This design comes from an exercise in tuning for small area on the open sky130 flow, not from production work. The RTL was checked by simulation tests, not by an equivalence proof against the original design.

## run 1
==> flow/design.v (excerpt) <==
module rv32ic_core(
	input         clk,
	input         rst,
	output [31:0] bdi,
	output [31:0] baddr,
	output        bwr,
	output [1:0]  bsz,
	input  [31:0] bdo,
	input         brdy,
	input  [15:0] INT
);
	wire        rf_we;
	wire [4:0]  rf_wa, rf_ra;
	wire [31:0] rf_wd, rf_rd;
	rv32_core CPU(
		.clk(clk), .rst(rst),
		.bdi(bdi), .baddr(baddr), .bwr(bwr), .bsz(bsz),
		.bdo(bdo), .brdy(brdy), .INT(INT),
		.rf_we(rf_we), .rf_wa(rf_wa), .rf_wd(rf_wd), .rf_ra(rf_ra), .rf_rd(rf_rd)
	);
	regFile RF(
		.clk(clk), .rst(rst),
		.we(rf_we), .wa(rf_wa), .wd(rf_wd), .ra(rf_ra), .rd(rf_rd)
	);
endmodule
Settings: LEC_CHECK=0, CAP_MARGIN=5, CORE_MARGIN=2, CORE_UTILIZATION=35, CTS_BUF_LIST=sky130_fd_sc_hd__clkbuf_8, CTS_CLUSTER_DIAMETER=60, CTS_CLUSTER_SIZE=16, PLACE_DENSITY=0.55, SLEW_MARGIN=5, SYNTH_HIERARCHICAL=1, SYNTH_MINIMUM_KEEP_SIZE=0; clock period 15.0 ns.
standard.sh (not shown) runs the stock make flow with config.mk's settings and CLKGATE_MAP_FILE= SYNTH_SCRIPT=/design/flow/synth_recipe.tcl, a recipe that flattens the netlist after the stock synthesis.
==> flow/flow/run.sh <==
#!/bin/bash
# The standard layout, with:
#  - port buffers from the smallest buffer cell,
#  - clock tree without dummy loads,
#  - after the standard synthesis, the larger plain buffers kept out of
#    the resizer's choice, so that repairs use small buffers.
set -euo pipefail
bash standard.sh synth > standard_synth.log 2>&1
export BUFFER_PORTS_ARGS="-buffer_cell sky130_fd_sc_hd__buf_1"
export CTS_ARGS="-sink_clustering_enable -repair_clock_nets -sink_clustering_size 16 -sink_clustering_max_diameter 60 -buf_list sky130_fd_sc_hd__clkbuf_8 -dont_use_dummy_load"
export DONT_USE_CELLS="sky130_fd_sc_hd__buf_4 sky130_fd_sc_hd__buf_6 sky130_fd_sc_hd__buf_8 sky130_fd_sc_hd__buf_12 sky130_fd_sc_hd__buf_16 sky130_fd_sc_hd__clkbuf_4 sky130_fd_sc_hd__clkbuf_16 sky130_fd_sc_hd__bufbuf_8 sky130_fd_sc_hd__bufbuf_16"
bash standard.sh > standard.log 2>&1
## Diff of input files: run 2 against run 1
==> flow/flow/run.sh <==
#!/bin/bash
# The standard layout, with:
#  - port buffers from the smallest buffer cell,
#  - clock tree without dummy loads.
set -euo pipefail
export BUFFER_PORTS_ARGS="-buffer_cell sky130_fd_sc_hd__buf_1"
export CTS_ARGS="-sink_clustering_enable -repair_clock_nets -sink_clustering_size 16 -sink_clustering_max_diameter 60 -buf_list sky130_fd_sc_hd__clkbuf_8 -dont_use_dummy_load"
bash standard.sh > standard.log 2>&1
### Flow results
Diff run 1 -> run 2: global-route usage flat; clock insertion delay at the later pin of the skew report flat; count of maximum capacitance violations flat; height of the die flat; flip-flop and latch area flat. Taking run 1 as the reference, in run 2 number of buffers inserted during clock tree synthesis neither gained nor lost much; final worst-path setup slack closely matched the old numbers; final routed wirelength across all metal layers comparable.
Here is what was changed in the inputs of run 3 compared with run 2.
- PLACE_DENSITY: 0.55 -> 0.65
- CAP_MARGIN: 5 -> 20
- SLEW_MARGIN: 5 -> 20
- CORE_UTILIZATION: 35 -> 50
==> flow/flow/run.sh <==
#!/bin/bash
# The standard layout, with the port buffers that global placement inserts
# made from the smallest buffer cell instead of the resizer's default pick.
set -euo pipefail
export BUFFER_PORTS_ARGS="-buffer_cell sky130_fd_sc_hd__buf_1"
bash standard.sh > standard.log 2>&1
### Flow results
- Going from run 2 to run 3, time the final worst path needs with I/O delays and setup went down 0.43 ns, count of H-tree levels built during CTS held, overall fraction of global-route tracks in use went up 10 points.
- The aggregate routed wire length of run 3 was superior to that of run 2.
- Die area: higher on run 2
- Compared with run 2, run 3 instantiates a smaller number of cells.
- Post-detailed-route wirelength per cell, run 2 and run 3: lower on run 2
Inputs modified between run 3 and run 4:
- CORE_UTILIZATION changed from 50 to 35
- SLEW_MARGIN changed from 20 to 5
- CAP_MARGIN changed from 20 to 5
- PLACE_DENSITY changed from 0.65 to 0.55
==> flow/flow/run.sh <==
#!/bin/bash
# The standard layout, with:
#  - port buffers from the smallest buffer cell,
#  - clock tree without dummy loads,
#  - power recovery (downsizing off the critical paths) after global routing.
set -euo pipefail
export BUFFER_PORTS_ARGS="-buffer_cell sky130_fd_sc_hd__buf_1"
export CTS_ARGS="-sink_clustering_enable -repair_clock_nets -sink_clustering_size 16 -sink_clustering_max_diameter 60 -buf_list sky130_fd_sc_hd__clkbuf_8 -dont_use_dummy_load"
export RECOVER_POWER=100
bash standard.sh > standard.log 2>&1
--- outcome ---
No crash in run 4: every stage finished, but the layout fails its final checks due to max-capacitance violations, max-slew violations.
Run 4 vs run 3: wire length of the first global-routing pass up by a few percent
Clock-cell share of area in run 4 vs run 3: down 0.90 points
Largest net degree at the start of global routing went up by a little under 10% going from run 3 to run 4.
Minimum clock period was lower in run 3 than in run 4.

========
Setup of rev 12:
Starting RTL as in the previous note.
Settings: LEC_CHECK=0, CAP_MARGIN=5, CORE_MARGIN=2, CORE_UTILIZATION=35, CTS_BUF_LIST=sky130_fd_sc_hd__clkbuf_8, CTS_CLUSTER_DIAMETER=60, CTS_CLUSTER_SIZE=16, PLACE_DENSITY=0.55, SLEW_MARGIN=5, SYNTH_HIERARCHICAL=1, SYNTH_MINIMUM_KEEP_SIZE=0; clock period 15.0 ns.
==> flow/flow/run.sh <==
#!/bin/bash
# The standard layout, with:
#  - port buffers from the smallest buffer cell,
#  - clock tree without dummy loads,
#  - power recovery (downsizing off the critical paths) after global routing,
#    followed by a design repair of the slew and capacitance it broke
#    (flow/post_grt.tcl, run at the end of the global route step).
set -euo pipefail
export BUFFER_PORTS_ARGS="-buffer_cell sky130_fd_sc_hd__buf_1"
export CTS_ARGS="-sink_clustering_enable -repair_clock_nets -sink_clustering_size 16 -sink_clustering_max_diameter 60 -buf_list sky130_fd_sc_hd__clkbuf_8 -dont_use_dummy_load"
export RECOVER_POWER=100
export POST_GLOBAL_ROUTE_TCL="$PWD/flow/post_grt.tcl"
bash standard.sh > standard.log 2>&1
==> flow/flow/post_grt.tcl <==
# After power recovery at the end of global routing: repair the slew and
# capacitance violations that downsizing left, route the changed nets
# incrementally, and write the route guides again for detailed routing.
estimate_parasitics -global_routing
global_route -start_incremental
repair_design -slew_margin 5 -cap_margin 5
detailed_placement
global_route -end_incremental
estimate_parasitics -global_routing
report_check_types -max_slew -max_capacitance -violators
write_guides $::env(RESULTS_DIR)/route.guide
What rev 13 does differently from rev 12 at the input level:
Settings: a change of SLEW_MARGIN from 5 to 20; a change of CAP_MARGIN from 5 to 20.
==> flow/run.sh (new file) <==
#!/bin/bash
# synth_recipe.tcl (not shown) runs the flow's synth.tcl, then flattens the netlist and writes it again
# the make line also repeats each setting of config.mk as NAME=value (left out here)
make -C /OpenROAD-flow-scripts/flow DESIGN_CONFIG=/design/flow/config.mk WORK_HOME=/design/flow/orfs CLKGATE_MAP_FILE= SYNTH_SCRIPT=/design/flow/synth_recipe.tcl finish
removed: flow/flow/run.sh
removed: flow/flow/post_grt.tcl
removed: flow/standard.sh
==> summary.txt <==
The final layout from rev 13, which completed every stage, passed the timing, design-rule and antenna checks at the end of the flow. Rev 13 ends up with higher met2 usage in global routing than rev 12 does. Summary of the comparison: data arrival time at the worst-slack endpoint is lower in rev 13, relative to rev 12.

-- what the ideal ports hide --
The flow's constraints put no driver on any port. The routed layouts listed below were extracted and timed again, unchanged, in two steps. Step 1 sets driving cells, clkbuf_16 on the clock port and buf_2 on the other inputs (assumed; they add their load-dependent delay and slew). Step 2, shift: input delay + t, output delay - t, t = (earliest + latest rising clock arrival at the registers) / 2. This alone moves slack from input paths to output paths. Three values: ideal, step 1, step 2; two values: the first two.
| run | t (ns) | setup WS [ns] | cell pins on the clock port's net |
|---|---|---|---|
| run 1 | 0.925 | 0.543 / 0.468 / 1.394 | 1 |
| run 2 | 0.925 | 0.543 / 0.468 / 1.394 | 1 |
| run 3 | 0.962 | 0.972 / 0.890 / 1.852 | 1 |
| run 4 | 0.929 | 0.435 / 0.360 / 0.567 | 1 |
| rev 12 | 0.924 | 0.444 / 0.369 / 1.293 | 1 |
| rev 13 | 0.991 | 0.567 / 0.491 / 1.482 | 1 |
